Background: an optimization exercise with open tools, aiming at small area. Do not read the settings as production practice.
No run shown here included a check of the RTL's function; only the layout flow was run.

[flow/design.v]
`timescale 1ns / 1ps
module fa (input wire a, input wire b, input wire c, output wire s, output wire co);
    assign s = a ^ b ^ c;
    assign co = (a & b) | (a & c) | (b & c);
endmodule
module ha (input wire a, input wire b, output wire s, output wire co);
    assign s = a ^ b;
    assign co = a & b;
endmodule
module mj (input wire a, input wire b, input wire c, output wire y);
    assign y = (a & b) | (a & c) | (b & c);
endmodule
`timescale 1ns / 1ps
`timescale 1ns / 1ps
`timescale 1ns / 1ps
`timescale 1ns / 1ps
module neural_pipeline_top (
    input wire clk,
    input wire rst,
    input wire signed [15:0] raw_in,
    output wire signed [15:0] vel_out
);
    genvar i;
    reg [15:0] x1, x2, y1, y2;
    wire f1;
    wire f2;
    wire f3;
    wire f4;
    wire f5;
    wire f6;
    wire f7;
    wire f8;
    wire f9;
    wire f10;
    wire f11;
    wire f12;
    wire f13;
    wire f14;
    wire f15;
    wire f16;
    wire f17;
    wire f18;
    wire f19;
    wire f20;
    wire f21;
    wire f22;
    wire f23;
    wire f24;
    wire f25;
    wire f26;
    wire f27;
    wire f28;
    wire f29;
    wire f30;
    wire f31;
    wire f32;
    wire f33;
    wire f34;
    wire f35;
    wire f36;
    wire f37;
    wire f38;
    wire f39;
    wire f40;
    wire f41;
    wire f42;
    wire f43;
    wire f44;
    wire f45;
    wire f46;
    wire f47;
    wire f48;
    wire f49;
    wire f50;
    wire f51;
    wire f52;
    wire f53;
    wire f54;
    wire f55;
    wire f56;
    wire f57;
    wire f58;
    wire f59;
    wire f60;
    wire f61;
    wire f62;
    wire f63;
    wire f64;
    wire f65;
    wire f66;
    wire f67;
    wire f68;
    wire f69;
    wire f70;
    wire f71;
    wire f72;
    wire f73;
    wire f74;
    wire f75;
    wire f76;
    wire f77;
    wire f78;
    wire f79;
    wire f80;
    wire f81;
    wire f82;
    wire f83;
    wire f84;
    wire f85;
    wire f86;
    wire f87;
    wire f88;
    wire f89;
    wire f90;
    wire f91;
    wire f92;
    wire f93;
    wire f94;
    wire f95;
    wire f96;
    wire f97;
    wire f98;
    wire f99;
    wire f100;
    wire f101;
    wire f102;
    wire f103;
    wire f104;
    wire f105;
    wire f106;
    wire f107;
    wire f108;
    wire f109;
    wire f110;
    wire f111;
    wire f112;
    wire f113;
    wire f114;
    wire f115;
    wire f116;
    wire f117;
    wire f118;
    wire f119;
    wire f120;
    wire f121;
    wire f122;
    wire f123;
    wire f124;
    wire f125;
    wire f126;
    wire f127;
    wire f128;
    wire f129;
    wire f130;
    wire f131;
    wire f132;
    wire f133;
    wire f134;
    wire f135;
    wire f136;
    wire f137;
    wire f138;
    wire f139;
    wire f140;
    wire f141;
    wire f142;
    wire f143;
    wire f144;
    wire f145;
    wire f146;
    wire f147;
    wire f148;
    wire f149;
    wire f150;
    wire f151;
    wire f152;
    wire f153;
    wire f154;
    wire f155;
    wire f156;
    wire f157;
    wire f158;
    wire f159;
    wire f160;
    wire f161;
    wire f162;
    wire f163;
    wire f164;
    wire f165;
    wire f166;
    wire f167;
    wire f168;
    wire f169;
    wire f170;
    wire f171;
    wire f172;
    wire f173;
    wire f174;
    wire f175;
    wire f176;
    wire f177;
    wire f178;
    wire f179;
    wire f180;
    wire f181;
    wire f182;
    wire f183;
    wire f184;
    wire f185;
    wire f186;
    wire f187;
    wire f188;
    wire f189;
    wire f190;
    wire f191;
    wire f192;
    wire f193;
    wire f194;
    wire f195;
    wire f196;
    wire f197;
    wire f198;
    wire f199;
    wire f200;
    wire f201;
    wire f202;
    wire f203;
    wire f204;
    wire f205;
    wire f206;
    wire f207;
    wire f208;
    wire f209;
    wire f210;
    wire f211;
    wire f212;
    wire f213;
    wire f214;
    wire f215;
    wire f216;
    wire f217;
    wire f218;
    wire f219;
    wire f220;
    wire f221;
    wire f222;
    wire f223;
    wire f224;
    wire f225;
    wire f226;
    wire f227;
    wire f228;
    wire f229;
    wire f230;
    wire f231;
    wire f232;
    wire f233;
    wire f234;
    wire f235;
    wire f236;
    wire f237;
    wire f238;
    wire f239;
    wire f240;
    wire f241;
    wire f242;
    wire f243;
    wire f244;
    wire f245;
    wire f246;
    wire f247;
    wire f248;
    wire f249;
    wire f250;
    wire f251;
    wire f252;
    wire f253;
    wire f254;
    wire f255;
    wire f256;
    wire f257;
    wire f258;
    wire f259;
    wire f260;
    wire f261;
    wire f262;
    wire f263;
    wire f264;
    wire f265;
    wire f266;
    wire f267;
    wire f268;
    wire f269;
    wire f270;
    wire f271;
    wire f272;
    wire f273;
    wire f274;
    wire f275;
    wire f276;
    wire f277;
    wire f278;
    wire f279;
    wire f280;
    wire f281;
    wire f282;
    wire f283;
    wire f284;
    wire f285;
    wire f286;
    wire f287;
    wire f288;
    wire f289;
    wire f290;
    wire f291;
    wire f292;
    wire f293;
    wire f294;
    wire f295;
    wire f296;
    wire f297;
    wire f298;
    wire f299;
    wire f300;
    wire f301;
    wire f302;
    wire f303;
    wire f304;
    wire f305;
    wire f306;
    wire f307;
    wire f308;
    wire f309;
    wire f310;
    wire f311;
    wire f312;
    wire f313;
    wire f314;
    wire f315;
    wire f316;
    wire f317;
    wire f318;
    wire f319;
    wire f320;
    wire f321;
    wire f322;
    wire f323;
    wire f324;
    wire f325;
    wire f326;
    wire f327;
    wire f328;
    wire f329;
    wire f330;
    wire f331;
    wire f332;
    wire f333;
    wire f334;
    wire f335;
    wire f336;
    wire f337;
    wire f338;
    wire f339;
    wire f340;
    wire f341;
    wire f342;
    wire f343;
    wire f344;
    wire f345;
    wire f346;
    wire f347;
    wire f348;
    wire f349;
    wire f350;
    wire f351;
    wire f352;
    wire f353;
    wire f354;
    wire f355;
    wire f356;
    wire f357;
    wire f358;
    wire f359;
    wire f360;
    wire f361;
    wire f362;
    wire f363;
    wire f364;
    wire f365;
    wire f366;
    wire f367;
    wire f368;
    wire f369;
    wire f370;
    wire f371;
    wire f372;
    wire f373;
    wire f374;
    wire f375;
    wire f376;
    wire f377;
    wire f378;
    wire f379;
    wire f380;
    wire f381;
    wire f382;
    wire f383;
    wire f384;
    wire f385;
    wire f386;
    wire f387;
    wire f388;
    wire f389;
    wire f390;
    wire f391;
    wire f392;
    wire f393;
    wire f394;
    wire f395;
    wire f396;
    wire f397;
    wire f398;
    wire f399;
    wire f400;
    wire f401;
    wire f402;
    wire f403;
    wire f404;
    wire f405;
    wire f406;
    wire f407;
    wire f408;
    wire f409;
    wire f410;
    wire f411;
    wire f412;
    wire f413;
    wire f414;
    wire f415;
    wire f416;
    wire f417;
    wire f418;
    wire f419;
    wire f420;
    wire f421;
    wire f422;
    wire f423;
    wire f424;
    wire f425;
    wire f426;
    wire f427;
    wire f428;
    wire f429;
    wire f430;
    wire f431;
    wire f432;
    wire f433;
    wire f434;
    wire f435;
    wire f436;
    wire f437;
    wire f438;
    wire f439;
    wire f103_n = ~f103;
    wire f111_n = ~f111;
    wire f113_n = ~f113;
    wire f114_n = ~f114;
    wire f128_n = ~f128;
    wire f133_n = ~f133;
    wire f137_n = ~f137;
    wire f143_n = ~f143;
    wire f151_n = ~f151;
    wire f158_n = ~f158;
    wire f164_n = ~f164;
    wire f187_n = ~f187;
    wire f19_n = ~f19;
    wire f195_n = ~f195;
    wire f20_n = ~f20;
    wire f215_n = ~f215;
    wire f225_n = ~f225;
    wire f235_n = ~f235;
    wire f245_n = ~f245;
    wire f257_n = ~f257;
    wire f263_n = ~f263;
    wire f271_n = ~f271;
    wire f285_n = ~f285;
    wire f299_n = ~f299;
    wire f304_n = ~f304;
    wire f313_n = ~f313;
    wire f319_n = ~f319;
    wire f327_n = ~f327;
    wire f33_n = ~f33;
    wire f333_n = ~f333;
    wire f341_n = ~f341;
    wire f342_n = ~f342;
    wire f347_n = ~f347;
    wire f35_n = ~f35;
    wire f359_n = ~f359;
    wire f369_n = ~f369;
    wire f379_n = ~f379;
    wire f380_n = ~f380;
    wire f385_n = ~f385;
    wire f393_n = ~f393;
    wire f396_n = ~f396;
    wire f401_n = ~f401;
    wire f407_n = ~f407;
    wire f410_n = ~f410;
    wire f43_n = ~f43;
    wire f44_n = ~f44;
    wire f57_n = ~f57;
    wire f59_n = ~f59;
    wire f67_n = ~f67;
    wire f68_n = ~f68;
    wire f7_n = ~f7;
    wire f81_n = ~f81;
    wire f83_n = ~f83;
    wire f9_n = ~f9;
    wire f91_n = ~f91;
    wire f92_n = ~f92;
    wire f95_n = ~f95;
    wire raw_in_15_n = ~raw_in[15];
    wire x1_0_n = ~x1[0];
    wire x1_12_n = ~x1[12];
    wire x1_13_n = ~x1[13];
    wire x1_3_n = ~x1[3];
    wire x1_6_n = ~x1[6];
    wire x1_9_n = ~x1[9];
    wire y1_15_n = ~y1[15];
    wire y2_0_n = ~y2[0];
    wire y2_12_n = ~y2[12];
    wire y2_13_n = ~y2[13];
    wire y2_15_n = ~y2[15];
    wire y2_3_n = ~y2[3];
    wire y2_6_n = ~y2[6];
    wire y2_9_n = ~y2[9];
    ha f1_ha (.a(x2[0]), .b(raw_in[0]), .s(f1), .co(f2));
    fa f3_fa (.a(x1_0_n), .b(x2[1]), .c(y1[0]), .s(f3), .co(f4));
    fa f5_fa (.a(f3), .b(raw_in[1]), .c(f2), .s(f5), .co(f6));
    ha f7_ha (.a(y2_0_n), .b(f5), .s(f7), .co(f8));
    fa f9_fa (.a(x2[2]), .b(y1[1]), .c(f4), .s(f9), .co(f10));
    fa f11_fa (.a(x1[1]), .b(y2[1]), .c(f9_n), .s(f11), .co(f12));
    fa f13_fa (.a(raw_in[2]), .b(f6), .c(f8), .s(f13), .co(f14));
    assign f15 = ~(~f11 ^ f13);
    assign f16 = ~f11 | f13;
    fa f17_fa (.a(x2[3]), .b(y1[2]), .c(f10), .s(f17), .co(f18));
    fa f19_fa (.a(x1[2]), .b(y2[2]), .c(f12), .s(f19), .co(f20));
    fa f21_fa (.a(f17), .b(f19_n), .c(raw_in[3]), .s(f21), .co(f22));
    fa f23_fa (.a(f21), .b(f14), .c(f16), .s(f23), .co(f24));
    fa f25_fa (.a(x1_3_n), .b(x2[4]), .c(y1[3]), .s(f25), .co(f26));
    fa f27_fa (.a(y2_3_n), .b(f25), .c(f18), .s(f27), .co(f28));
    fa f29_fa (.a(f27), .b(raw_in[4]), .c(f22), .s(f29), .co(f30));
    fa f31_fa (.a(f20_n), .b(f29), .c(f24), .s(f31), .co(f32));
    fa f33_fa (.a(x2[5]), .b(y1[4]), .c(f26), .s(f33), .co(f34));
    fa f35_fa (.a(x1[4]), .b(y2[4]), .c(f33_n), .s(f35), .co(f36));
    fa f37_fa (.a(f28), .b(raw_in[5]), .c(f30), .s(f37), .co(f38));
    fa f39_fa (.a(f35_n), .b(f37), .c(f32), .s(f39), .co(f40));
    fa f41_fa (.a(x2[6]), .b(y1[5]), .c(f34), .s(f41), .co(f42));
    fa f43_fa (.a(x1[5]), .b(y2[5]), .c(f36), .s(f43), .co(f44));
    fa f45_fa (.a(f41), .b(f43_n), .c(raw_in[6]), .s(f45), .co(f46));
    fa f47_fa (.a(f45), .b(f38), .c(f40), .s(f47), .co(f48));
    fa f49_fa (.a(x1_6_n), .b(x2[7]), .c(y1[6]), .s(f49), .co(f50));
    fa f51_fa (.a(y2_6_n), .b(f49), .c(f42), .s(f51), .co(f52));
    fa f53_fa (.a(f51), .b(raw_in[7]), .c(f46), .s(f53), .co(f54));
    fa f55_fa (.a(f44_n), .b(f53), .c(f48), .s(f55), .co(f56));
    fa f57_fa (.a(x2[8]), .b(y1[7]), .c(f50), .s(f57), .co(f58));
    fa f59_fa (.a(x1[7]), .b(y2[7]), .c(f57_n), .s(f59), .co(f60));
    fa f61_fa (.a(f52), .b(raw_in[8]), .c(f54), .s(f61), .co(f62));
    fa f63_fa (.a(f59_n), .b(f61), .c(f56), .s(f63), .co(f64));
    fa f65_fa (.a(x2[9]), .b(y1[8]), .c(f58), .s(f65), .co(f66));
    fa f67_fa (.a(x1[8]), .b(y2[8]), .c(f60), .s(f67), .co(f68));
    fa f69_fa (.a(f65), .b(f67_n), .c(raw_in[9]), .s(f69), .co(f70));
    fa f71_fa (.a(f69), .b(f62), .c(f64), .s(f71), .co(f72));
    fa f73_fa (.a(x1_9_n), .b(x2[10]), .c(y1[9]), .s(f73), .co(f74));
    fa f75_fa (.a(y2_9_n), .b(f73), .c(f66), .s(f75), .co(f76));
    fa f77_fa (.a(f75), .b(raw_in[10]), .c(f70), .s(f77), .co(f78));
    fa f79_fa (.a(f68_n), .b(f77), .c(f72), .s(f79), .co(f80));
    fa f81_fa (.a(x2[11]), .b(y1[10]), .c(f74), .s(f81), .co(f82));
    fa f83_fa (.a(x1[10]), .b(y2[10]), .c(f81_n), .s(f83), .co(f84));
    fa f85_fa (.a(f76), .b(raw_in[11]), .c(f78), .s(f85), .co(f86));
    fa f87_fa (.a(f83_n), .b(f85), .c(f80), .s(f87), .co(f88));
    fa f89_fa (.a(x2[12]), .b(y1[11]), .c(f82), .s(f89), .co(f90));
    fa f91_fa (.a(x1[11]), .b(y2[11]), .c(f84), .s(f91), .co(f92));
    fa f93_fa (.a(f89), .b(f91_n), .c(raw_in[12]), .s(f93), .co(f94));
    fa f95_fa (.a(f93), .b(f86), .c(f88), .s(f95), .co(f96));
    fa f97_fa (.a(x1_12_n), .b(x2[13]), .c(y1[12]), .s(f97), .co(f98));
    fa f99_fa (.a(y2_12_n), .b(f97), .c(f90), .s(f99), .co(f100));
    fa f101_fa (.a(f99), .b(raw_in[13]), .c(f94), .s(f101), .co(f102));
    fa f103_fa (.a(f92_n), .b(f101), .c(f96), .s(f103), .co(f104));
    fa f105_fa (.a(x2[14]), .b(y1[13]), .c(f98), .s(f105), .co(f106));
    fa f107_fa (.a(x1_13_n), .b(y2_13_n), .c(f105), .s(f107), .co(f108));
    fa f109_fa (.a(f100), .b(raw_in[14]), .c(f102), .s(f109), .co(f110));
    fa f111_fa (.a(f107), .b(f109), .c(f104), .s(f111), .co(f112));
    fa f113_fa (.a(x1[14]), .b(x2[15]), .c(y2[14]), .s(f113), .co(f114));
    fa f115_fa (.a(y1[14]), .b(f113_n), .c(f106), .s(f115), .co(f116));
    fa f117_fa (.a(f108), .b(f115), .c(raw_in_15_n), .s(f117), .co(f118));
    fa f119_fa (.a(f117), .b(f110), .c(f112), .s(f119), .co(f120));
    fa f121_fa (.a(x1[15]), .b(y1_15_n), .c(y2[15]), .s(f121), .co(f122));
    fa f123_fa (.a(f114_n), .b(f121), .c(f116), .s(f123), .co(f124));
    fa f125_fa (.a(f123), .b(f118), .c(f120), .s(f125), .co(f126));
    fa f127_fa (.a(f122), .b(f124), .c(f126), .s(f127), .co(f128));
    ha f129_ha (.a(y1[0]), .b(y2[0]), .s(f129), .co(f130));
    fa f131_fa (.a(y1[1]), .b(y2[1]), .c(f130), .s(f131), .co(f132));
    fa f133_fa (.a(y1[2]), .b(y2[2]), .c(f132), .s(f133), .co(f134));
    fa f135_fa (.a(y1[3]), .b(y2[3]), .c(f134), .s(f135), .co(f136));
    fa f137_fa (.a(y1[4]), .b(y2[4]), .c(f136), .s(f137), .co(f138));
    fa f139_fa (.a(y1[5]), .b(y2[5]), .c(f138), .s(f139), .co(f140));
    fa f141_fa (.a(y1[6]), .b(y2[6]), .c(f140), .s(f141), .co(f142));
    fa f143_fa (.a(y1[7]), .b(y2[7]), .c(f142), .s(f143), .co(f144));
    fa f145_fa (.a(y1[8]), .b(y2[8]), .c(f144), .s(f145), .co(f146));
    fa f147_fa (.a(y1[9]), .b(y2[9]), .c(f146), .s(f147), .co(f148));
    fa f149_fa (.a(y1[10]), .b(y2[10]), .c(f148), .s(f149), .co(f150));
    fa f151_fa (.a(y1[11]), .b(y2[11]), .c(f150), .s(f151), .co(f152));
    fa f153_fa (.a(y1[12]), .b(y2[12]), .c(f152), .s(f153), .co(f154));
    fa f155_fa (.a(y1[13]), .b(y2[13]), .c(f154), .s(f155), .co(f156));
    fa f157_fa (.a(y1[14]), .b(y2[14]), .c(f156), .s(f157), .co(f158));
    fa f159_fa (.a(y1[15]), .b(y2[15]), .c(f158_n), .s(f159), .co(f160));
    assign f161 = ~(f129 ^ ~f1);
    assign f162 = f129 | ~f1;
    mj f164_mj (.a(f131), .b(f162), .c(f7_n), .y(f164));
    fa f165_fa (.a(f129), .b(f133_n), .c(f1), .s(f165), .co(f166));
    mj f168_mj (.a(f165), .b(f164_n), .c(f15), .y(f168));
    fa f169_fa (.a(f131), .b(f166), .c(f7), .s(f169), .co(f170));
    fa f171_fa (.a(f169), .b(f168), .c(f23), .s(f171), .co(f172));
    assign f173 = ~(f135 ^ ~f171);
    assign f174 = f135 | ~f171;
    fa f175_fa (.a(f133), .b(f137_n), .c(f1), .s(f175), .co(f176));
    fa f177_fa (.a(f175), .b(f170), .c(f15), .s(f177), .co(f178));
    fa f179_fa (.a(f177), .b(f31), .c(f172), .s(f179), .co(f180));
    assign f181 = ~(f174 ^ ~f179);
    assign f182 = f174 | ~f179;
    fa f183_fa (.a(f135), .b(f176), .c(f7), .s(f183), .co(f184));
    fa f185_fa (.a(f183), .b(f178), .c(f23), .s(f185), .co(f186));
    fa f187_fa (.a(f185), .b(f39), .c(f180), .s(f187), .co(f188));
    mj f190_mj (.a(f139), .b(f182), .c(f187_n), .y(f190));
    fa f191_fa (.a(f137), .b(f184), .c(f15), .s(f191), .co(f192));
    fa f193_fa (.a(f191), .b(f31), .c(f186), .s(f193), .co(f194));
    fa f195_fa (.a(f193), .b(f47), .c(f188), .s(f195), .co(f196));
    mj f198_mj (.a(f141), .b(f190), .c(f195_n), .y(f198));
    fa f199_fa (.a(f139), .b(f143_n), .c(f1), .s(f199), .co(f200));
    fa f201_fa (.a(f199), .b(f192), .c(f23), .s(f201), .co(f202));
    fa f203_fa (.a(f201), .b(f39), .c(f194), .s(f203), .co(f204));
    fa f205_fa (.a(f203), .b(f55), .c(f196), .s(f205), .co(f206));
    assign f207 = ~(f198 ^ ~f205);
    assign f208 = f198 | ~f205;
    fa f209_fa (.a(f141), .b(f200), .c(f7), .s(f209), .co(f210));
    fa f211_fa (.a(f209), .b(f31), .c(f202), .s(f211), .co(f212));
    fa f213_fa (.a(f211), .b(f47), .c(f204), .s(f213), .co(f214));
    fa f215_fa (.a(f213), .b(f63), .c(f206), .s(f215), .co(f216));
    mj f218_mj (.a(f145), .b(f208), .c(f215_n), .y(f218));
    fa f219_fa (.a(f143), .b(f210), .c(f15), .s(f219), .co(f220));
    fa f221_fa (.a(f219), .b(f39), .c(f212), .s(f221), .co(f222));
    fa f223_fa (.a(f221), .b(f55), .c(f214), .s(f223), .co(f224));
    fa f225_fa (.a(f223), .b(f71), .c(f216), .s(f225), .co(f226));
    mj f228_mj (.a(f147), .b(f218), .c(f225_n), .y(f228));
    fa f229_fa (.a(f145), .b(f220), .c(f23), .s(f229), .co(f230));
    fa f231_fa (.a(f229), .b(f47), .c(f222), .s(f231), .co(f232));
    fa f233_fa (.a(f231), .b(f63), .c(f224), .s(f233), .co(f234));
    fa f235_fa (.a(f233), .b(f79), .c(f226), .s(f235), .co(f236));
    mj f238_mj (.a(f149), .b(f228), .c(f235_n), .y(f238));
    fa f239_fa (.a(f147), .b(f31), .c(f230), .s(f239), .co(f240));
    fa f241_fa (.a(f239), .b(f55), .c(f232), .s(f241), .co(f242));
    fa f243_fa (.a(f241), .b(f71), .c(f234), .s(f243), .co(f244));
    fa f245_fa (.a(f243), .b(f87), .c(f236), .s(f245), .co(f246));
    mj f248_mj (.a(f151), .b(f238), .c(f245_n), .y(f248));
    fa f249_fa (.a(y2[0]), .b(f153), .c(f1), .s(f249), .co(f250));
    fa f251_fa (.a(f149), .b(f39), .c(f240), .s(f251), .co(f252));
    fa f253_fa (.a(f251), .b(f63), .c(f242), .s(f253), .co(f254));
    fa f255_fa (.a(f253), .b(f79), .c(f244), .s(f255), .co(f256));
    fa f257_fa (.a(f255), .b(f95), .c(f246), .s(f257), .co(f258));
    fa f259_fa (.a(f249), .b(f248), .c(f257_n), .s(f259), .co(f260));
    fa f261_fa (.a(y2[1]), .b(f155), .c(f250), .s(f261), .co(f262));
    fa f263_fa (.a(f151_n), .b(f7), .c(f261), .s(f263), .co(f264));
    fa f265_fa (.a(f263_n), .b(f47), .c(f252), .s(f265), .co(f266));
    fa f267_fa (.a(f265), .b(f71), .c(f254), .s(f267), .co(f268));
    fa f269_fa (.a(f267), .b(f87), .c(f256), .s(f269), .co(f270));
    fa f271_fa (.a(f269), .b(f103), .c(f258), .s(f271), .co(f272));
    ha f273_ha (.a(f260), .b(f271_n), .s(f273), .co(f274));
    fa f275_fa (.a(y2[2]), .b(f157), .c(f262), .s(f275), .co(f276));
    fa f277_fa (.a(f264), .b(f275), .c(f15), .s(f277), .co(f278));
    fa f279_fa (.a(f153), .b(f55), .c(f266), .s(f279), .co(f280));
    fa f281_fa (.a(f279), .b(f79), .c(f268), .s(f281), .co(f282));
    fa f283_fa (.a(f281), .b(f95), .c(f270), .s(f283), .co(f284));
    fa f285_fa (.a(f283), .b(f111), .c(f272), .s(f285), .co(f286));
    fa f287_fa (.a(f277), .b(f274), .c(f285_n), .s(f287), .co(f288));
    fa f289_fa (.a(y2_3_n), .b(f155), .c(f159), .s(f289), .co(f290));
    fa f291_fa (.a(f276), .b(f278), .c(f23), .s(f291), .co(f292));
    fa f293_fa (.a(f289), .b(f63), .c(f280), .s(f293), .co(f294));
    fa f295_fa (.a(f293), .b(f87), .c(f282), .s(f295), .co(f296));
    fa f297_fa (.a(f295), .b(f103), .c(f284), .s(f297), .co(f298));
    fa f299_fa (.a(f297), .b(f119), .c(f286), .s(f299), .co(f300));
    fa f301_fa (.a(f291), .b(f288), .c(f299_n), .s(f301), .co(f302));
    fa f303_fa (.a(f157), .b(f160), .c(f290), .s(f303), .co(f304));
    fa f305_fa (.a(y2[4]), .b(f31), .c(f292), .s(f305), .co(f306));
    fa f307_fa (.a(f303), .b(f71), .c(f294), .s(f307), .co(f308));
    fa f309_fa (.a(f307), .b(f95), .c(f296), .s(f309), .co(f310));
    fa f311_fa (.a(f309), .b(f111), .c(f298), .s(f311), .co(f312));
    fa f313_fa (.a(f311), .b(f125), .c(f300), .s(f313), .co(f314));
    fa f315_fa (.a(f305), .b(f302), .c(f313_n), .s(f315), .co(f316));
    fa f317_fa (.a(y2[5]), .b(f159), .c(f304_n), .s(f317), .co(f318));
    fa f319_fa (.a(f317), .b(f39), .c(f306), .s(f319), .co(f320));
    fa f321_fa (.a(f319_n), .b(f79), .c(f308), .s(f321), .co(f322));
    fa f323_fa (.a(f321), .b(f103), .c(f310), .s(f323), .co(f324));
    fa f325_fa (.a(f323), .b(f119), .c(f312), .s(f325), .co(f326));
    fa f327_fa (.a(f325), .b(f127), .c(f314), .s(f327), .co(f328));
    fa f329_fa (.a(f316), .b(f327_n), .c(f315), .s(f329), .co(f330));
    fa f331_fa (.a(y2[6]), .b(f160), .c(f318), .s(f331), .co(f332));
    fa f333_fa (.a(f331), .b(f47), .c(f320), .s(f333), .co(f334));
    fa f335_fa (.a(f333_n), .b(f87), .c(f322), .s(f335), .co(f336));
    fa f337_fa (.a(f335), .b(f111), .c(f324), .s(f337), .co(f338));
    fa f339_fa (.a(f337), .b(f125), .c(f326), .s(f339), .co(f340));
    fa f341_fa (.a(f128), .b(f330), .c(f329), .s(f341), .co(f342));
    fa f343_fa (.a(f339), .b(f328), .c(f341_n), .s(f343), .co(f344));
    fa f345_fa (.a(y2[7]), .b(f332), .c(f55), .s(f345), .co(f346));
    fa f347_fa (.a(f334), .b(f345), .c(f95_n), .s(f347), .co(f348));
    fa f349_fa (.a(f336), .b(f119), .c(f338), .s(f349), .co(f350));
    fa f351_fa (.a(f349), .b(f128), .c(f127), .s(f351), .co(f352));
    fa f353_fa (.a(f347_n), .b(f340), .c(f351), .s(f353), .co(f354));
    fa f355_fa (.a(f353), .b(f342_n), .c(f344), .s(f355), .co(f356));
    fa f357_fa (.a(y2[8]), .b(f63), .c(f346), .s(f357), .co(f358));
    fa f359_fa (.a(f357), .b(f103_n), .c(f348), .s(f359), .co(f360));
    fa f361_fa (.a(f125), .b(f350), .c(f352), .s(f361), .co(f362));
    fa f363_fa (.a(f359_n), .b(f128_n), .c(f354), .s(f363), .co(f364));
    fa f365_fa (.a(f361), .b(f363), .c(f356), .s(f365), .co(f366));
    fa f367_fa (.a(y2[9]), .b(f71), .c(f358), .s(f367), .co(f368));
    fa f369_fa (.a(f367), .b(f111_n), .c(f360), .s(f369), .co(f370));
    fa f371_fa (.a(f128), .b(f127), .c(f362), .s(f371), .co(f372));
    fa f373_fa (.a(f369_n), .b(f364), .c(f371), .s(f373), .co(f374));
    fa f375_fa (.a(f373), .b(f366), .c(f365), .s(f375), .co(f376));
    fa f377_fa (.a(y2[10]), .b(f79), .c(f368), .s(f377), .co(f378));
    fa f379_fa (.a(f377), .b(f370), .c(f128), .s(f379), .co(f380));
    fa f381_fa (.a(f119), .b(f379_n), .c(f372), .s(f381), .co(f382));
    fa f383_fa (.a(f374), .b(f381), .c(f376), .s(f383), .co(f384));
    fa f385_fa (.a(y2[11]), .b(f87), .c(f378), .s(f385), .co(f386));
    fa f387_fa (.a(f385_n), .b(f125), .c(f128), .s(f387), .co(f388));
    fa f389_fa (.a(f380_n), .b(f387), .c(f382), .s(f389), .co(f390));
    fa f391_fa (.a(f389), .b(f384), .c(f383), .s(f391), .co(f392));
    fa f393_fa (.a(y2[12]), .b(f95), .c(f386), .s(f393), .co(f394));
    fa f395_fa (.a(f393_n), .b(f127), .c(f388), .s(f395), .co(f396));
    fa f397_fa (.a(f395), .b(f390), .c(f392), .s(f397), .co(f398));
    fa f399_fa (.a(y2[13]), .b(f103), .c(f394), .s(f399), .co(f400));
    fa f401_fa (.a(f399), .b(f128), .c(f396_n), .s(f401), .co(f402));
    fa f403_fa (.a(f401_n), .b(f398), .c(f397), .s(f403), .co(f404));
    fa f405_fa (.a(y2[14]), .b(f111), .c(f400), .s(f405), .co(f406));
    fa f407_fa (.a(f405), .b(f128_n), .c(f402), .s(f407), .co(f408));
    fa f409_fa (.a(f407_n), .b(f404), .c(f403), .s(f409), .co(f410));
    fa f411_fa (.a(y2_15_n), .b(f119), .c(f406), .s(f411), .co(f412));
    fa f413_fa (.a(f411), .b(f408), .c(f410_n), .s(f413), .co(f414));
    fa f415_fa (.a(f125), .b(f412), .c(f414), .s(f415), .co(f416));
    fa f417_fa (.a(f127), .b(f416), .c(f415), .s(f417), .co(f418));
    assign f419 = ~f128 ^ f418 ^ f417;
    assign f421 = f259;
    assign f422 = f273;
    assign f423 = f287;
    assign f424 = f301;
    assign f425 = ~f315;
    assign f426 = ~f329;
    assign f427 = ~f343;
    assign f428 = ~f355;
    assign f429 = f365;
    assign f430 = ~f375;
    assign f431 = f383;
    assign f432 = ~f391;
    assign f433 = f397;
    assign f434 = f403;
    assign f435 = ~f409;
    assign f436 = f413;
    assign f437 = ~f415;
    assign f438 = ~f417;
    assign f439 = ~f419;
    wire [30:12] ya;
    assign ya[12] = f421;
    assign ya[13] = f422;
    assign ya[14] = f423;
    assign ya[15] = f424;
    assign ya[16] = f425;
    assign ya[17] = f426;
    assign ya[18] = f427;
    assign ya[19] = f428;
    assign ya[20] = f429;
    assign ya[21] = f430;
    assign ya[22] = f431;
    assign ya[23] = f432;
    assign ya[24] = f433;
    assign ya[25] = f434;
    assign ya[26] = f435;
    assign ya[27] = f436;
    assign ya[28] = f437;
    assign ya[29] = f438;
    assign ya[30] = f439;
    wire ovf = (ya[30] != ya[27]) | (ya[29] != ya[27]) | (ya[28] != ya[27]);
    wire [15:0] y_comb = ovf ? {ya[30], {15{~ya[30]}}} : ya[27:12];
    always @(posedge clk) begin
        if (rst) begin
            x1 <= 0;
            x2 <= 0;
            y1 <= 0;
            y2 <= 0;
        end else begin
            x1 <= raw_in;
            x2 <= x1;
            y1 <= y_comb;
            y2 <= y1;
        end
    end
    reg [28:0] acc;
    wire [14:0] ax = y2[14:0] ^ {15{y2[15]}};
    wire cin = y2[15] & (|y2[14:0]);
    wire t1;
    wire t2;
    wire t3;
    wire t4;
    wire t5;
    wire t6;
    wire t7;
    wire t8;
    wire t9;
    wire t10;
    wire t11;
    wire t12;
    wire t13;
    wire t14;
    wire t15;
    wire t16;
    wire t17;
    wire t18;
    wire t19;
    wire t20;
    wire t21;
    wire t22;
    wire t23;
    wire t24;
    wire t25;
    wire t26;
    wire t27;
    wire t28;
    wire t29;
    wire t30;
    wire t31;
    wire t32;
    wire t33;
    wire t34;
    wire t35;
    wire t36;
    wire t37;
    wire t38;
    wire t39;
    wire t40;
    wire t41;
    wire t42;
    wire t43;
    wire t44;
    wire t45;
    wire t46;
    wire t47;
    wire t48;
    wire t49;
    wire t50;
    wire t51;
    wire t52;
    wire t53;
    wire t54;
    wire t55;
    wire t56;
    wire t57;
    wire t58;
    wire t59;
    wire t60;
    wire t61;
    wire t62;
    wire t63;
    wire t64;
    wire t65;
    wire t66;
    wire t67;
    wire t68;
    wire t69;
    wire t70;
    wire t71;
    wire t72;
    wire t73;
    wire t74;
    wire t75;
    wire t76;
    wire t77;
    wire t78;
    wire t79;
    wire t80;
    wire t81;
    wire t82;
    wire t83;
    wire t84;
    wire t85;
    wire t86;
    wire t87;
    wire t88;
    wire t89;
    wire t90;
    wire t91;
    wire t92;
    wire t93;
    wire t94;
    wire t95;
    wire t96;
    wire t97;
    wire t98;
    wire t99;
    wire t100;
    wire t101;
    wire t102;
    wire t103;
    wire t104;
    wire t105;
    wire t106;
    wire t107;
    wire t108;
    wire t109;
    wire t110;
    wire t111;
    wire t112;
    wire t113;
    wire t114;
    wire t115;
    wire t116;
    wire t117;
    wire t118;
    wire t119;
    wire t120;
    wire t121;
    wire t122;
    wire t123;
    wire t124;
    wire t125;
    wire t126;
    wire t127;
    wire t128;
    wire t129;
    wire t130;
    wire t131;
    wire t132;
    wire t133;
    wire t134;
    wire t135;
    wire t136;
    wire t137;
    wire t138;
    wire t139;
    wire t140;
    wire t141;
    wire t142;
    wire t143;
    wire t144;
    wire t145;
    wire t146;
    wire t147;
    wire t148;
    wire t149;
    wire t150;
    wire t151;
    wire t152;
    wire t153;
    wire t154;
    wire t155;
    wire t156;
    wire t157;
    wire t158;
    wire t159;
    wire t160;
    wire t161;
    wire t162;
    wire t163;
    wire t164;
    wire t165;
    wire t166;
    wire t167;
    wire t168;
    wire t169;
    wire t170;
    wire t171;
    wire t172;
    wire t173;
    wire t174;
    wire t175;
    wire t176;
    wire t177;
    wire t178;
    wire t179;
    wire t180;
    wire t181;
    wire t182;
    wire t183;
    wire t184;
    wire t185;
    wire t186;
    wire t187;
    wire t188;
    wire t189;
    wire t190;
    wire t191;
    wire t192;
    wire t193;
    wire t194;
    wire t195;
    wire t196;
    wire t197;
    wire t198;
    wire t199;
    wire t200;
    wire t201;
    wire t202;
    wire t203;
    wire t204;
    wire t205;
    wire t206;
    wire t207;
    wire t208;
    wire t209;
    wire t210;
    wire t211;
    wire t212;
    wire t213;
    wire t214;
    wire t215;
    wire t216;
    wire t217;
    wire t218;
    wire t219;
    wire t220;
    wire t221;
    wire acc_14_n = ~acc[14];
    wire acc_15_n = ~acc[15];
    wire acc_16_n = ~acc[16];
    wire acc_17_n = ~acc[17];
    wire acc_18_n = ~acc[18];
    wire acc_19_n = ~acc[19];
    wire acc_20_n = ~acc[20];
    wire acc_21_n = ~acc[21];
    wire acc_22_n = ~acc[22];
    wire acc_23_n = ~acc[23];
    wire acc_24_n = ~acc[24];
    wire acc_25_n = ~acc[25];
    wire acc_26_n = ~acc[26];
    wire acc_27_n = ~acc[27];
    wire acc_28_n = ~acc[28];
    wire t120_n = ~t120;
    wire t149_n = ~t149;
    wire t150_n = ~t150;
    wire t152_n = ~t152;
    wire t156_n = ~t156;
    wire t160_n = ~t160;
    wire t164_n = ~t164;
    wire t168_n = ~t168;
    wire t172_n = ~t172;
    wire t176_n = ~t176;
    wire t180_n = ~t180;
    wire t184_n = ~t184;
    wire t188_n = ~t188;
    wire t192_n = ~t192;
    wire t196_n = ~t196;
    wire t200_n = ~t200;
    fa t1_fa (.a(acc[0]), .b(ax[0]), .c(cin), .s(t1), .co(t2));
    assign t3 = ~(~acc[14] ^ t1);
    assign t4 = ~acc[14] | t1;
    fa t5_fa (.a(acc[1]), .b(ax[1]), .c(t2), .s(t5), .co(t6));
    fa t7_fa (.a(acc_15_n), .b(t4), .c(t5), .s(t7), .co(t8));
    fa t9_fa (.a(acc[2]), .b(acc_16_n), .c(ax[2]), .s(t9), .co(t10));
    fa t11_fa (.a(t9), .b(t6), .c(t8), .s(t11), .co(t12));
    fa t13_fa (.a(acc[3]), .b(ax[3]), .c(t10), .s(t13), .co(t14));
    fa t15_fa (.a(acc_17_n), .b(t13), .c(t12), .s(t15), .co(t16));
    fa t17_fa (.a(acc[4]), .b(ax[4]), .c(t14), .s(t17), .co(t18));
    fa t19_fa (.a(acc_18_n), .b(t17), .c(t16), .s(t19), .co(t20));
    fa t21_fa (.a(acc[5]), .b(acc_19_n), .c(ax[5]), .s(t21), .co(t22));
    fa t23_fa (.a(t21), .b(t18), .c(t20), .s(t23), .co(t24));
    fa t25_fa (.a(acc[6]), .b(ax[6]), .c(t22), .s(t25), .co(t26));
    fa t27_fa (.a(acc_20_n), .b(t25), .c(t24), .s(t27), .co(t28));
    fa t29_fa (.a(acc[7]), .b(ax[7]), .c(t26), .s(t29), .co(t30));
    fa t31_fa (.a(acc_21_n), .b(t29), .c(t28), .s(t31), .co(t32));
    fa t33_fa (.a(acc[8]), .b(acc_22_n), .c(ax[8]), .s(t33), .co(t34));
    fa t35_fa (.a(t33), .b(t30), .c(t32), .s(t35), .co(t36));
    fa t37_fa (.a(acc[9]), .b(ax[9]), .c(t34), .s(t37), .co(t38));
    fa t39_fa (.a(acc_23_n), .b(t37), .c(t36), .s(t39), .co(t40));
    fa t41_fa (.a(acc[10]), .b(ax[10]), .c(t38), .s(t41), .co(t42));
    fa t43_fa (.a(acc_24_n), .b(t41), .c(t40), .s(t43), .co(t44));
    fa t45_fa (.a(acc[11]), .b(acc_25_n), .c(ax[11]), .s(t45), .co(t46));
    fa t47_fa (.a(t45), .b(t42), .c(t44), .s(t47), .co(t48));
    fa t49_fa (.a(acc[12]), .b(ax[12]), .c(t46), .s(t49), .co(t50));
    fa t51_fa (.a(acc_26_n), .b(t49), .c(t48), .s(t51), .co(t52));
    fa t53_fa (.a(acc[13]), .b(ax[13]), .c(t50), .s(t53), .co(t54));
    fa t55_fa (.a(acc_27_n), .b(t53), .c(t52), .s(t55), .co(t56));
    fa t57_fa (.a(acc[14]), .b(acc_28_n), .c(ax[14]), .s(t57), .co(t58));
    fa t59_fa (.a(t57), .b(t54), .c(t56), .s(t59), .co(t60));
    fa t61_fa (.a(acc[15]), .b(t58), .c(t60), .s(t61), .co(t62));
    fa t63_fa (.a(acc[16]), .b(t62), .c(t61), .s(t63), .co(t64));
    fa t65_fa (.a(acc[17]), .b(t64), .c(t63), .s(t65), .co(t66));
    fa t67_fa (.a(acc[18]), .b(t66), .c(t65), .s(t67), .co(t68));
    fa t69_fa (.a(acc[19]), .b(t68), .c(t67), .s(t69), .co(t70));
    fa t71_fa (.a(acc[20]), .b(t70), .c(t69), .s(t71), .co(t72));
    fa t73_fa (.a(acc[21]), .b(t72), .c(t71), .s(t73), .co(t74));
    fa t75_fa (.a(acc[22]), .b(t74), .c(t73), .s(t75), .co(t76));
    fa t77_fa (.a(acc[23]), .b(t76), .c(t75), .s(t77), .co(t78));
    fa t79_fa (.a(acc[24]), .b(t78), .c(t77), .s(t79), .co(t80));
    fa t81_fa (.a(acc[25]), .b(t80), .c(t79), .s(t81), .co(t82));
    fa t83_fa (.a(acc[26]), .b(t82), .c(t81), .s(t83), .co(t84));
    fa t85_fa (.a(acc[27]), .b(t84), .c(t83), .s(t85), .co(t86));
    assign t87 = acc[28] ^ t86 ^ t85;
    assign t89 = t3;
    assign t90 = t7;
    assign t91 = t11;
    assign t92 = t15;
    assign t93 = t19;
    assign t94 = t23;
    assign t95 = t27;
    assign t96 = t31;
    assign t97 = t35;
    assign t98 = t39;
    assign t99 = t43;
    assign t100 = t47;
    assign t101 = t51;
    assign t102 = t55;
    assign t103 = t59;
    assign t104 = ~t61;
    assign t105 = ~t63;
    assign t106 = ~t65;
    assign t107 = ~t67;
    assign t108 = ~t69;
    assign t109 = ~t71;
    assign t110 = ~t73;
    assign t111 = ~t75;
    assign t112 = ~t77;
    assign t113 = ~t79;
    assign t114 = ~t81;
    assign t115 = ~t83;
    assign t116 = ~t85;
    assign t117 = ~t87;
    ha t118_ha (.a(acc[16]), .b(acc[14]), .s(t118), .co(t119));
    fa t120_fa (.a(acc[17]), .b(acc[15]), .c(t119), .s(t120), .co(t121));
    fa t122_fa (.a(acc[18]), .b(acc[16]), .c(t121), .s(t122), .co(t123));
    fa t124_fa (.a(acc[19]), .b(acc[17]), .c(t123), .s(t124), .co(t125));
    fa t126_fa (.a(acc[20]), .b(acc[18]), .c(t125), .s(t126), .co(t127));
    fa t128_fa (.a(acc[21]), .b(acc[19]), .c(t127), .s(t128), .co(t129));
    fa t130_fa (.a(acc[22]), .b(acc[20]), .c(t129), .s(t130), .co(t131));
    fa t132_fa (.a(acc[23]), .b(acc[21]), .c(t131), .s(t132), .co(t133));
    fa t134_fa (.a(acc[24]), .b(acc[22]), .c(t133), .s(t134), .co(t135));
    fa t136_fa (.a(acc[25]), .b(acc[23]), .c(t135), .s(t136), .co(t137));
    fa t138_fa (.a(acc[26]), .b(acc[24]), .c(t137), .s(t138), .co(t139));
    fa t140_fa (.a(acc[27]), .b(acc[25]), .c(t139), .s(t140), .co(t141));
    fa t142_fa (.a(acc[28]), .b(acc[26]), .c(t141), .s(t142), .co(t143));
    ha t144_ha (.a(acc[27]), .b(t143), .s(t144), .co(t145));
    ha t146_ha (.a(acc[28]), .b(t145), .s(t146), .co(t147));
    ha t148_ha (.a(acc_14_n), .b(t120_n), .s(t148), .co(t149));
    fa t150_fa (.a(acc[15]), .b(t149_n), .c(t122), .s(t150), .co(t151));
    fa t152_fa (.a(t118), .b(t124), .c(t151), .s(t152), .co(t153));
    ha t154_ha (.a(t150_n), .b(t152_n), .s(t154), .co(t155));
    fa t156_fa (.a(t120), .b(t126), .c(t153), .s(t156), .co(t157));
    ha t158_ha (.a(t155), .b(t156_n), .s(t158), .co(t159));
    fa t160_fa (.a(t122), .b(t128), .c(t157), .s(t160), .co(t161));
    ha t162_ha (.a(t159), .b(t160_n), .s(t162), .co(t163));
    fa t164_fa (.a(t124), .b(t130), .c(t161), .s(t164), .co(t165));
    ha t166_ha (.a(t163), .b(t164_n), .s(t166), .co(t167));
    fa t168_fa (.a(t126), .b(t132), .c(t165), .s(t168), .co(t169));
    ha t170_ha (.a(t167), .b(t168_n), .s(t170), .co(t171));
    fa t172_fa (.a(t128), .b(t134), .c(t169), .s(t172), .co(t173));
    ha t174_ha (.a(t171), .b(t172_n), .s(t174), .co(t175));
    fa t176_fa (.a(t130), .b(t136), .c(t173), .s(t176), .co(t177));
    ha t178_ha (.a(t175), .b(t176_n), .s(t178), .co(t179));
    fa t180_fa (.a(t132), .b(t138), .c(t177), .s(t180), .co(t181));
    ha t182_ha (.a(t179), .b(t180_n), .s(t182), .co(t183));
    fa t184_fa (.a(t134), .b(t140), .c(t181), .s(t184), .co(t185));
    ha t186_ha (.a(t183), .b(t184_n), .s(t186), .co(t187));
    fa t188_fa (.a(t136), .b(t142), .c(t185), .s(t188), .co(t189));
    ha t190_ha (.a(t187), .b(t188_n), .s(t190), .co(t191));
    fa t192_fa (.a(t138), .b(t144), .c(t189), .s(t192), .co(t193));
    ha t194_ha (.a(t191), .b(t192_n), .s(t194), .co(t195));
    fa t196_fa (.a(t140), .b(t146), .c(t193), .s(t196), .co(t197));
    ha t198_ha (.a(t195), .b(t196_n), .s(t198), .co(t199));
    fa t200_fa (.a(t142), .b(t147), .c(t197), .s(t200), .co(t201));
    ha t202_ha (.a(t199), .b(t200_n), .s(t202), .co(t203));
    assign t204 = t144 ^ t201 ^ ~t203;
    assign t206 = t148;
    assign t207 = t150;
    assign t208 = t154;
    assign t209 = t158;
    assign t210 = t162;
    assign t211 = t166;
    assign t212 = t170;
    assign t213 = t174;
    assign t214 = t178;
    assign t215 = t182;
    assign t216 = t186;
    assign t217 = t190;
    assign t218 = t194;
    assign t219 = t198;
    assign t220 = t202;
    assign t221 = t204;
    wire [28:0] acc_nx;
    assign acc_nx[0] = t89;
    assign acc_nx[1] = t90;
    assign acc_nx[2] = t91;
    assign acc_nx[3] = t92;
    assign acc_nx[4] = t93;
    assign acc_nx[5] = t94;
    assign acc_nx[6] = t95;
    assign acc_nx[7] = t96;
    assign acc_nx[8] = t97;
    assign acc_nx[9] = t98;
    assign acc_nx[10] = t99;
    assign acc_nx[11] = t100;
    assign acc_nx[12] = t101;
    assign acc_nx[13] = t102;
    assign acc_nx[14] = t103;
    assign acc_nx[15] = t104;
    assign acc_nx[16] = t105;
    assign acc_nx[17] = t106;
    assign acc_nx[18] = t107;
    assign acc_nx[19] = t108;
    assign acc_nx[20] = t109;
    assign acc_nx[21] = t110;
    assign acc_nx[22] = t111;
    assign acc_nx[23] = t112;
    assign acc_nx[24] = t113;
    assign acc_nx[25] = t114;
    assign acc_nx[26] = t115;
    assign acc_nx[27] = t116;
    assign acc_nx[28] = t117;
    wire [15:0] thr;
    assign thr[0] = t206;
    assign thr[1] = t207;
    assign thr[2] = t208;
    assign thr[3] = t209;
    assign thr[4] = t210;
    assign thr[5] = t211;
    assign thr[6] = t212;
    assign thr[7] = t213;
    assign thr[8] = t214;
    assign thr[9] = t215;
    assign thr[10] = t216;
    assign thr[11] = t217;
    assign thr[12] = t218;
    assign thr[13] = t219;
    assign thr[14] = t220;
    assign thr[15] = t221;
    always @(posedge clk) begin
        if (rst)
            acc <= 0;
        else
            acc <= acc_nx;
    end
    wire m1;
    wire m2;
    wire m3;
    wire m4;
    wire m5;
    wire m6;
    wire m7;
    wire m8;
    wire m9;
    wire m10;
    wire m11;
    wire m12;
    wire m13;
    wire m14;
    wire m15;
    wire m16;
    wire m17;
    wire m18;
    wire m19;
    wire m20;
    wire m21;
    wire m22;
    wire m23;
    wire m24;
    wire m25;
    wire m26;
    wire m27;
    wire m28;
    wire m29;
    wire m30;
    wire m31;
    wire m32;
    wire m33;
    assign m1 = y1[0];
    assign m2 = y1[1] | m1;
    assign m3 = y1[2] | m2;
    assign m4 = y1[3] | m3;
    assign m5 = y1[4] & m4;
    assign m6 = y1[5] | m5;
    assign m7 = y1[6] & m6;
    assign m8 = y1[7] & m7;
    assign m9 = y1[8] | m8;
    assign m10 = y1[9] & m9;
    assign m11 = y1[10] | m10;
    assign m12 = y1[11] & m11;
    assign m13 = y1[12] | m12;
    assign m14 = y1[13] | m13;
    assign m15 = y1[14] | m14;
    assign m16 = ~y1[15] | m15;
    assign m17 = S[0];
    assign m18 = S[1] | m17;
    assign m19 = S[2] | m18;
    assign m20 = S[3] | m19;
    assign m21 = S[4] | m20;
    assign m22 = S[5] | m21;
    assign m23 = S[6] | m22;
    assign m24 = S[7] | m23;
    assign m25 = S[8] | m24;
    assign m26 = S[9] | m25;
    assign m27 = S[10] | m26;
    assign m28 = S[11] | m27;
    assign m29 = S[12] & m28;
    assign m30 = S[13] | m29;
    assign m31 = S[14] & m30;
    assign m32 = S[15] | m31;
    assign m33 = S[16] | m32;
    wire above = m16;
    wire over = m33;
    wire [15:0] ya_ = {~y1[15], y1[14:0]};
    wire [15:0] tb_ = {~thr[15], thr[14:0]};
    wire [16:0] lc;
    assign lc[0] = 1'b0;
    generate for (i = 0; i < 16; i = i + 1) begin : g_lt
        assign lc[i+1] = (tb_[i] & ~ya_[i]) | (tb_[i] & lc[i]) | (~ya_[i] & lc[i]);
    end endgenerate
    wire below = lc[16];
    reg [4:0] timer;
    wire idle = (timer == 5'd0);
    wire spike = (timer == 5'd20);
    wire [5:0] tbw;                    
    assign tbw[0] = 1'b1;
    generate for (i = 0; i < 5; i = i + 1) begin : g_dec
        assign tbw[i+1] = tbw[i] & ~timer[i];
    end endgenerate
    always @(posedge clk) begin
        if (rst)
            timer <= 0;
        else if (!idle)
            timer <= timer ^ tbw[4:0];
        else if (below && above)
            timer <= 5'd20;
    end
    reg [10:0] u;
    wire [11:0] uc;
    assign uc[0] = 1'b1;
    generate for (i = 0; i < 11; i = i + 1) begin : g_inc
        assign uc[i+1] = uc[i] & u[i];
    end endgenerate
    wire u_last = (u == 11'd1499);
    wire u_zero = (u == 11'd0);         
    wire upd = (u == 11'd1);            
    reg [6:0] w;
    wire done = (w == 7'd22);
    wire [6:0] w_nx = {w[5:0], ~(w[6] ^ w[5])};
    always @(posedge clk) begin
        if (rst) begin
            u <= 11'd1;
            w <= 7'd0;
        end else begin
            u <= u_last ? 11'd0 : (u ^ uc[10:0]);
            if (u_zero && !done)
                w <= w_nx;
        end
    end
    wire sp = done & spike;
    wire pwin = (u[10:4] == 7'd0);                
    wire mult = pwin & (u[3] | u[2]);             
    wire kbit = ~u[1] | (u[3] & u[2]);            
    reg pending;
    wire add = ~pwin & ~u_last & (sp | pending);  
    always @(posedge clk) begin
        if (rst)
            pending <= 1'b0;
        else
            pending <= pwin & (pending | sp);
    end
    reg [16:0] S;
    reg [14:0] v;
    wire [16:0] bop = mult ? (kbit ? {2'b00, v} : 17'd0) : (add ? 17'd819 : 17'd0);
    wire s1;
    wire s2;
    wire s3;
    wire s4;
    wire s5;
    wire s6;
    wire s7;
    wire s8;
    wire s9;
    wire s10;
    wire s11;
    wire s12;
    wire s13;
    wire s14;
    wire s15;
    wire s16;
    wire s17;
    wire s18;
    wire s19;
    wire s20;
    wire s21;
    wire s22;
    wire s23;
    wire s24;
    wire s25;
    wire s26;
    wire s27;
    wire s28;
    wire s29;
    wire s30;
    wire s31;
    wire s32;
    wire s33;
    wire s34;
    wire s35;
    wire s36;
    wire s37;
    wire s38;
    wire s39;
    wire s40;
    wire s41;
    wire s42;
    wire s43;
    wire s44;
    wire s45;
    wire s46;
    wire s47;
    wire s48;
    wire s49;
    wire s50;
    wire s51;
    ha s1_ha (.a(S[0]), .b(bop[0]), .s(s1), .co(s2));
    fa s3_fa (.a(S[1]), .b(bop[1]), .c(s2), .s(s3), .co(s4));
    fa s5_fa (.a(S[2]), .b(bop[2]), .c(s4), .s(s5), .co(s6));
    fa s7_fa (.a(S[3]), .b(bop[3]), .c(s6), .s(s7), .co(s8));
    fa s9_fa (.a(S[4]), .b(bop[4]), .c(s8), .s(s9), .co(s10));
    fa s11_fa (.a(S[5]), .b(bop[5]), .c(s10), .s(s11), .co(s12));
    fa s13_fa (.a(S[6]), .b(bop[6]), .c(s12), .s(s13), .co(s14));
    fa s15_fa (.a(S[7]), .b(bop[7]), .c(s14), .s(s15), .co(s16));
    fa s17_fa (.a(S[8]), .b(bop[8]), .c(s16), .s(s17), .co(s18));
    fa s19_fa (.a(S[9]), .b(bop[9]), .c(s18), .s(s19), .co(s20));
    fa s21_fa (.a(S[10]), .b(bop[10]), .c(s20), .s(s21), .co(s22));
    fa s23_fa (.a(S[11]), .b(bop[11]), .c(s22), .s(s23), .co(s24));
    fa s25_fa (.a(S[12]), .b(bop[12]), .c(s24), .s(s25), .co(s26));
    fa s27_fa (.a(S[13]), .b(bop[13]), .c(s26), .s(s27), .co(s28));
    fa s29_fa (.a(S[14]), .b(bop[14]), .c(s28), .s(s29), .co(s30));
    fa s31_fa (.a(S[15]), .b(bop[15]), .c(s30), .s(s31), .co(s32));
    assign s33 = S[16] ^ bop[16] ^ s32;
    assign s35 = s1;
    assign s36 = s3;
    assign s37 = s5;
    assign s38 = s7;
    assign s39 = s9;
    assign s40 = s11;
    assign s41 = s13;
    assign s42 = s15;
    assign s43 = s17;
    assign s44 = s19;
    assign s45 = s21;
    assign s46 = s23;
    assign s47 = s25;
    assign s48 = s27;
    assign s49 = s29;
    assign s50 = s31;
    assign s51 = s33;
    wire [16:0] ssum;
    assign ssum[0] = s35;
    assign ssum[1] = s36;
    assign ssum[2] = s37;
    assign ssum[3] = s38;
    assign ssum[4] = s39;
    assign ssum[5] = s40;
    assign ssum[6] = s41;
    assign ssum[7] = s42;
    assign ssum[8] = s43;
    assign ssum[9] = s44;
    assign ssum[10] = s45;
    assign ssum[11] = s46;
    assign ssum[12] = s47;
    assign ssum[13] = s48;
    assign ssum[14] = s49;
    assign ssum[15] = s50;
    assign ssum[16] = s51;
    always @(posedge clk) begin
        if (rst || upd)
            S <= 0;
        else if (mult)
            S <= {1'b0, ssum[16:1]};
        else
            S <= ssum;
        if (rst)
            v <= 0;
        else if (upd)
            v <= over ? 15'd20480 : S[14:0];
    end
    assign vel_out = {1'b0, v};
endmodule
[flow/config.mk]
export PLATFORM = sky130hd
export DESIGN_NAME = neural_pipeline_top
export DESIGN_NICKNAME = neural_pipeline_top
export VERILOG_FILES = /design/flow/design.v
export SDC_FILE = /design/flow/constraint.sdc
export NUM_CORES = 4
export LEC_CHECK = 0
export CAP_MARGIN = 20
export CORE_MARGIN = 2
export CORE_UTILIZATION = 40
export CTS_BUF_LIST = sky130_fd_sc_hd__clkbuf_2 sky130_fd_sc_hd__clkbuf_4 sky130_fd_sc_hd__clkbuf_8
export SLEW_MARGIN = 20
export SYNTH_HIERARCHICAL = 1
[flow/run.sh]
#!/bin/bash
# synth_recipe.tcl (not shown) runs the flow's synth.tcl, then flattens the netlist and writes it again
# the make line also repeats each setting of config.mk as NAME=value (left out here)
make -C /OpenROAD-flow-scripts/flow DESIGN_CONFIG=/design/flow/config.mk WORK_HOME=/design/flow/orfs CLKGATE_MAP_FILE= SYNTH_SCRIPT=/design/flow/synth_recipe.tcl finish
[flow/constraint.sdc]
create_clock -name core_clock -period 25.0 [get_ports {clk}]
set_input_delay 5.0000 -clock core_clock [delete_from_list [all_inputs] [get_ports {clk}]]
set_output_delay 5.0000 -clock core_clock [all_outputs]
set_load 0.01 [all_outputs]
==> results of run 1 <==
==> sequential cells by signal, summed over array words and instances (netlist names) <==
register	count
acc	29
v	15
pending	1
x1	16
u	11
y2	16
y1	16
w	7
S	17
x2	16
timer	5
==> cell usage after synthesis, types with 2 or more instances <==
cell type  number  area (sq um)
o21bai_1        2          15.0
buf_1           3          11.3
or4_4           2          22.5
a31oi_1         3          18.8
a211oi_1        3          22.5
o21ai_0         4          20.0
and2_1         10          62.6
maj3_2          8          90.1
inv_1         126           473
a21oi_1        30           150
a22o_1         14           123
clkbuf_1       18          67.6
xor2_1         16           140
mux2i_1         7          70.1
o21a_1          2          15.0
fa_1          275          5510
nor2_1         67           251
ha_1           38           475
o2111ai_1       3          26.3
nor4_1          7          43.8
nor2b_1        53           332
nor3_1          8          40.0
nand3_1         2          10.0
and3_1          9          56.3
nand2_1        38           143
dfxtp_1       149          2980
buf_2           3          15.0
nand2b_1       10          62.6
xnor2_1         9          78.8
a222oi_1        2          20.0
a21o_1          8          60.1
maj3_1          4          40.0
nand3b_1        2          15.0
==> routing by layer <==
metal | share of wire [%] | up-vias
li1 | - | 3049
met1 | 45 | 3436
met2 | 51 | 93
met3 | 3.0 | 12
met4 | 0.74 | 0
met5 | 0 | -
==> Yosys stat by module (local to each module, per instance) <==
module / copies in the design / flops+latches / cells inside
neural_pipeline_top: 1 / 149 / 653
mj: 8 / 0 / 1
fa: 275 / 0 / 1
ha: 22 / 0 / 1
==> how the worst max path moves through the flow <==
stage                    from                 to  slack, ns  cells past startpoint
finish              raw_in[0]   y1[5]$_SDFF_PP0_       3.96                     46
global placement    raw_in[0]   y1[0]$_SDFF_PP0_       3.63                     46
global route        raw_in[0]   y1[5]$_SDFF_PP0_       3.22                     46
floorplan           raw_in[0]  y1[11]$_SDFF_PP0_       4.76                     46
detailed placement  raw_in[0]   y1[5]$_SDFF_PP0_       3.41                     46
CTS                 raw_in[0]   y1[5]$_SDFF_PP0_       3.90                     46
==> critical path: cells and delay by family <==
family / cells / cell delay (ns)
adder cells (fa/ha/maj): 35 / 14.29
AO/OA/AOI/OAI: 3 / 1.21
buffers and inverters: 6 / 0.70
AND/OR/NAND/NOR: 2 / 0.21
==> layout make-up <==
cell class              count  area share (%)
flip-flops and latches    149            23.3
clock buffers              17            1.82
well taps                 384            3.75
repair buffers             36            2.71
inverters                 126            3.69
multi-input cells         658            63.3
clock inverters            15            1.51
==> stage by stage <==
step	setup WS [ns]
3_5_place_dp	3.41
5_1_grt	3.22
4_1_cts	3.90
3_3_place_gp	3.63
6_report	3.96
2_1_floorplan	4.76
==> kinds of logic after synthesis <==
logic type | synth area share (%)
xor gates and xnor gates | 1.88
and+or+nand+nor | 9.71
other | 0.0321
DFF | 25.5
muxes | 0.600
adders and majority gates | 52.3
buffers and inverters | 5.01
AOI/OAI and AO/OA | 4.90
==> summary.txt, run 1 <==
Outcome
  • Status: finished clean

Critical path
  • Required @ worst endpoint: 25.40 ns
  • Critical Path Fanout Max: 15
  • Arrival time worst endpoint: approximately 21 ns
  • R2r startpoint: y1[0]$_SDFF_PP0_
  • R2R Path End: y1[5]$_SDFF_PP0_
  • Startpoint types: input port
  • Worst R2R Setup Slack: 6.36 ns
  • Delay of the slowest cell on the worst path: 0.61 ns
  • WS Path Type: in2reg
  • Worst setup EP type: register
  • R2R depth: between 40 and 50
  • Worst path slowest cell: fa_1
  • CP most frequent cell: fa_1

Yosys
  • Post-synthesis cell type count: 56
  • Number of synthesized flops with an enable pin: 0
  • Post-Syn Instances: 958
  • Syn Area/Cell: 12.2 sq um
  • Synthesis-stage register bit count: ~150
  • YS warnings: 7
  • Synth async-reset ratio: 0%
  • Seq/Total Area, Yosys: 25.5%
  • Post-Syn Area: 11700 sq um
  • Top FF cell, synth: dfxtp_1

Clock tree
  • Post-CTS Hold Buffers: 0
  • H-Tree Depth: 4
  • CTS Sinks: 149
  • # Post-CTS Setup Buffers: 0
  • Clock latency at the later pin of the worst-skew pair: 0.48 ns
  • CTS root buffer: clkbuf_8
  • CTS Buf Count: 17
  • Max clock buf depth: 2
  • Clk slew on worst S/H paths: 0.11 ns
  • TritonCTS clock tree: done
  • Post-cts gate resize count: 0

Drt
  • ANT nets after route: 0
  • Iteration-0 DRC count of the detailed router: roughly 320
  • DR DRC count: 0
  • Final wirelength: 23100 um
  • First-pass DRT Iterations: 6
  • Via count: 6590
  • Per-cell routed wire length: around 17 um
  • Via/cell ratio: 4.76

Floorplan
  • Die area: 30600 sq um
  • Initial core utilization: 40.7%
  • Core area: between 20000 and 30000 sq um
  • Die width: 175 um
  • Ports: 34
  • Die height: between 150 and 200 um
  • Std cell rows: 62

Final layout
  • Multi-input combinational cell area: 8120 sq um
  • Most common cell after layout, fill and taps aside: fa_1
  • FF+latch area: 2980 sq um
  • Antenna cells: 0
  • Final std cells w/o fill: around 1400
  • Post-layout util: 44.7%
  • Post-route design area: 12800 sq um
  • Layout area overhead: 9.85%
  • Fill count: 2678
  • Layout cell share with drive strength beyond 1: 5.39%
  • Final net count: 1319
  • Most frequent cells in the layout: 275 x fa_1, 149 x dfxtp_1, 126 x inv_1

STA
  • Final hold vios: 0
  • Setup-failing EPs final: 0
  • RSZ-0062 raised after global routing: false
  • Layout Skew: 0.0219 ns
  • Period utilization: 84.2%
  • Relative slew slack: 27.3%
  • Crit path time final: between 20 and 25 ns
  • Pins Over Slew Limit: 0
  • TNS Setup: 0 ns
  • Achievable Freq: 47.5 MHz
  • Slew @ Worst Pin: 1.08 ns
  • Hold WS: 0.464 ns

Global routing
  • First-pass GRT wire length: 39700 um
  • Met3 GRT Util: 3.18%
  • Most used routing layer: met2
  • Initial antenna violation count: 0
  • Met1 GRT Util: 23.3%
  • Largest net degree at the start of global routing: 72
  • Vias in the first global route: 7453
  • GRT Residual Overflow: 0
  • Met2 usage: approximately 28%
  • Gr usage total: 17.1%

Min path
  • Worst Hold Launch: x1[6]$_SDFF_PP0_
  • Hold path cells: 2
  • WHS Endpoint: x2[6]$_SDFF_PP0_
  • Worst hold path class: reg2reg

Placed design
  • Placed insts: 1353
  • Gpl congestion: approximately 0.90
  • Post-detail-place hpwl: 18900 um
  • Dpl cell area: between 10000 and 15000 sq um
  • PortBufs: 32

Run
  • Max_cap viols: 0
==> run 2, diff against run 1 <==
--- a/flow/config.mk
+++ b/flow/config.mk
@@ -9,5 +9,6 @@
 export CORE_MARGIN = 2
 export CORE_UTILIZATION = 40
-export CTS_BUF_LIST = sky130_fd_sc_hd__clkbuf_2 sky130_fd_sc_hd__clkbuf_4 sky130_fd_sc_hd__clkbuf_8
+export CTS_BUF_LIST = sky130_fd_sc_hd__clkbuf_16
+export CTS_CLUSTER_SIZE = 30
 export SLEW_MARGIN = 20
 export SYNTH_HIERARCHICAL = 1
==> summary.txt, run 2 <==
Outcome
  • Status: finished clean

Floorplan
  • Core area: 28700 sq um (unchanged)
  • Ports: 34 (unchanged)
  • Die height: 175 um (unchanged)

Final layout
  • Multi-input combinational cell area: 8120 sq um (unchanged)
  • Most common cell after layout, fill and taps aside: fa_1
  • Final net count: 1319 (unchanged)
  • Max reg flops: 29 (unchanged)
  • Final std cells w/o fill: 1385 (unchanged)
  • FF+latch area: 2980 sq um (unchanged)
  • Post-route design area: 13000 sq um (+1.5%)

STA
  • Relative slew slack: 28.0% (+0.71 points)
  • Crit path time final: 21.10 ns (+0.0611 ns)
  • RSZ-0062 raised after global routing: false
  • Achievable Freq: 47.4 MHz (-0.29%)
  • Period utilization: 84.4% (+0.24 points)
  • Setup-failing EPs final: 0 (unchanged)
  • Slew @ Worst Pin: 1.07 ns (-0.0106 ns)
  • Pins Over Slew Limit: 0 (unchanged)

Critical path
  • CP most frequent cell: fa_1
  • R2R Path End: y1[5]$_SDFF_PP0_
  • WS Path Type: in2reg
  • Startpoint types: input port
  • Required @ worst endpoint: 25.36 ns (-0.04 ns)

Yosys
  • Synth area leaders: fa_1 47%, dfxtp_1 26%, ha_1 4.1%, inv_1 4.1%, nor2b_1 2.8%
  • YS warnings: 7 (unchanged)
  • Top-area cell type share of the netlist area: 47.1% (unchanged)
  • Number of synthesized flops with an enable pin: 0 (unchanged)
  • Cell accounting for the most synthesized area: fa_1
  • Synth async-reset ratio: 0% (unchanged)
  • Synthesis-stage register bit count: 149 (unchanged)
  • Seq/Total Area, Yosys: 25.5% (unchanged)
  • Top FF cell, synth: dfxtp_1
  • Most frequent cell after synthesis: fa_1

Global routing
  • Vias in the first global route: 7461 (+0.11%)
  • Largest net degree at the start of global routing: 72 (unchanged)

Clock tree
  • Post-cts gate resize count: 0 (unchanged)
  • H-Tree Depth: 4 (unchanged)

Min path
  • Worst hold path class: reg2reg
  • Hold path cells: 2 (unchanged)

Drt
  • Via count: 6584 (-0.091%)
  • Iteration-0 DRC count of the detailed router: 340 (+5.3%)
  • First-pass DRT Iterations: 4 (-2)

Placed design
  • Dpl cell area: 12400 sq um (unchanged)
  • Placed insts: 1353 (unchanged)
  • Gpl congestion: 0.896 (unchanged)
  • PortBufs: 32 (unchanged)

Run
  • Max_cap viols: 0 (unchanged)
## run 2: cell counts after synthesis
No cell type changed its count.
## run 2: cell type report
class | count | share of cell area (%)
clock buffers | 17 | 3.27
flip-flops and latches | 149 | 22.9
well taps | 384 | 3.69
repair buffers | 36 | 2.67
clock inverters | 15 | 1.49
inverters | 126 | 3.63
multi-input cells | 658 | 62.3
## run 2: cell families (layout without fill, tap and decap cells)
kind of cell    after synthesis  count (layout)  share of synthesized area, %
compound gates               82              82                          4.90
mux                           7               7                         0.600
simple gates                217             217                          9.71
xor+xnor                     25              25                          1.88
flops                       149             149                          25.5
buf+inv                     152             194                          5.01
fa+ha+maj                   325             325                          52.3
other cells                   1               2                        0.0321
## run 2: worst max path at each step
stage | start | end | slack (ns) | cells after the start
after floorplan | raw_in[0] | y1[11]$_SDFF_PP0_ | 4.76 | 46
after CTS | raw_in[0] | y1[5]$_SDFF_PP0_ | 3.84 | 46
after global placement | raw_in[0] | y1[0]$_SDFF_PP0_ | 3.63 | 46
after global routing | raw_in[0] | y1[5]$_SDFF_PP0_ | 3.15 | 46
after detailed placement | raw_in[0] | y1[5]$_SDFF_PP0_ | 3.41 | 46
final | raw_in[0] | y1[5]$_SDFF_PP0_ | 3.90 | 46
## run 2: stage by stage
stage / hold slack, ns / worst slack (ns) / utilization, %
detailed placement: 0.464 / 3.41 / 43.2
global route: 0.498 / 3.15 / 45.4
finish: 0.470 / 3.90 / 45.4
floorplan: 0.441 / 4.76 / -
global placement: 0.458 / 3.63 / 43.2
CTS: 0.478 / 3.84 / 45.4
## run 2: worst max-delay path: cells and delay by family
kind            cells  cell delay (ns)
compound gates      3             1.23
fa+ha+maj          35            14.30
buf+inv             6             0.69
simple gates        2             0.21
## run 2: Yosys stat by module, one instance, submodules excluded
module / cell area (sq um) / times used
fa: 20.0 / 275
ha: 12.5 / 22
mj: 11.3 / 8
neural_pipeline_top: 5810 / 1
## run 2: layer usage
layer,vias to the layer above,routed length [um],global-route usage (%)
li1,3060,-,-
met1,3411,10300,23.3
met2,95,11700,28.3
met3,18,791,3.24
met4,0,250,3.96
met5,-,0,0

[re-timing with driven ports]
The flow's constraints put no driver on any port. The routed layouts listed below were extracted and timed again, unchanged, in two steps. Step 1: set_driving_cell puts a clkbuf_16 on clk and a buf_2 on each other input, an assumption about the parent block. Step 2, shift: input delay + t, output delay - t, t = (earliest + latest rising clock arrival at the registers) / 2. This alone moves slack from input paths to output paths. a / b / c = ideal / step 1 / step 2; a / b = the first two.
run	t, ns	setup WS [ns]	worst hold slack (ns)	worst register clock-pin slew, ns
run 1	0.514	3.958 / 3.977 / 3.463	0.464 / 0.464 / 0.464	0.11 / 0.11
run 2	0.488	3.897 / 3.922 / 3.434	0.470 / 0.470 / 0.470	0.08 / 0.08
After both steps every run listed still meets setup and hold. For run 1, which loses most, drivers alone change the setup slack by +0.019 ns; drivers and shift together by -0.495 ns.
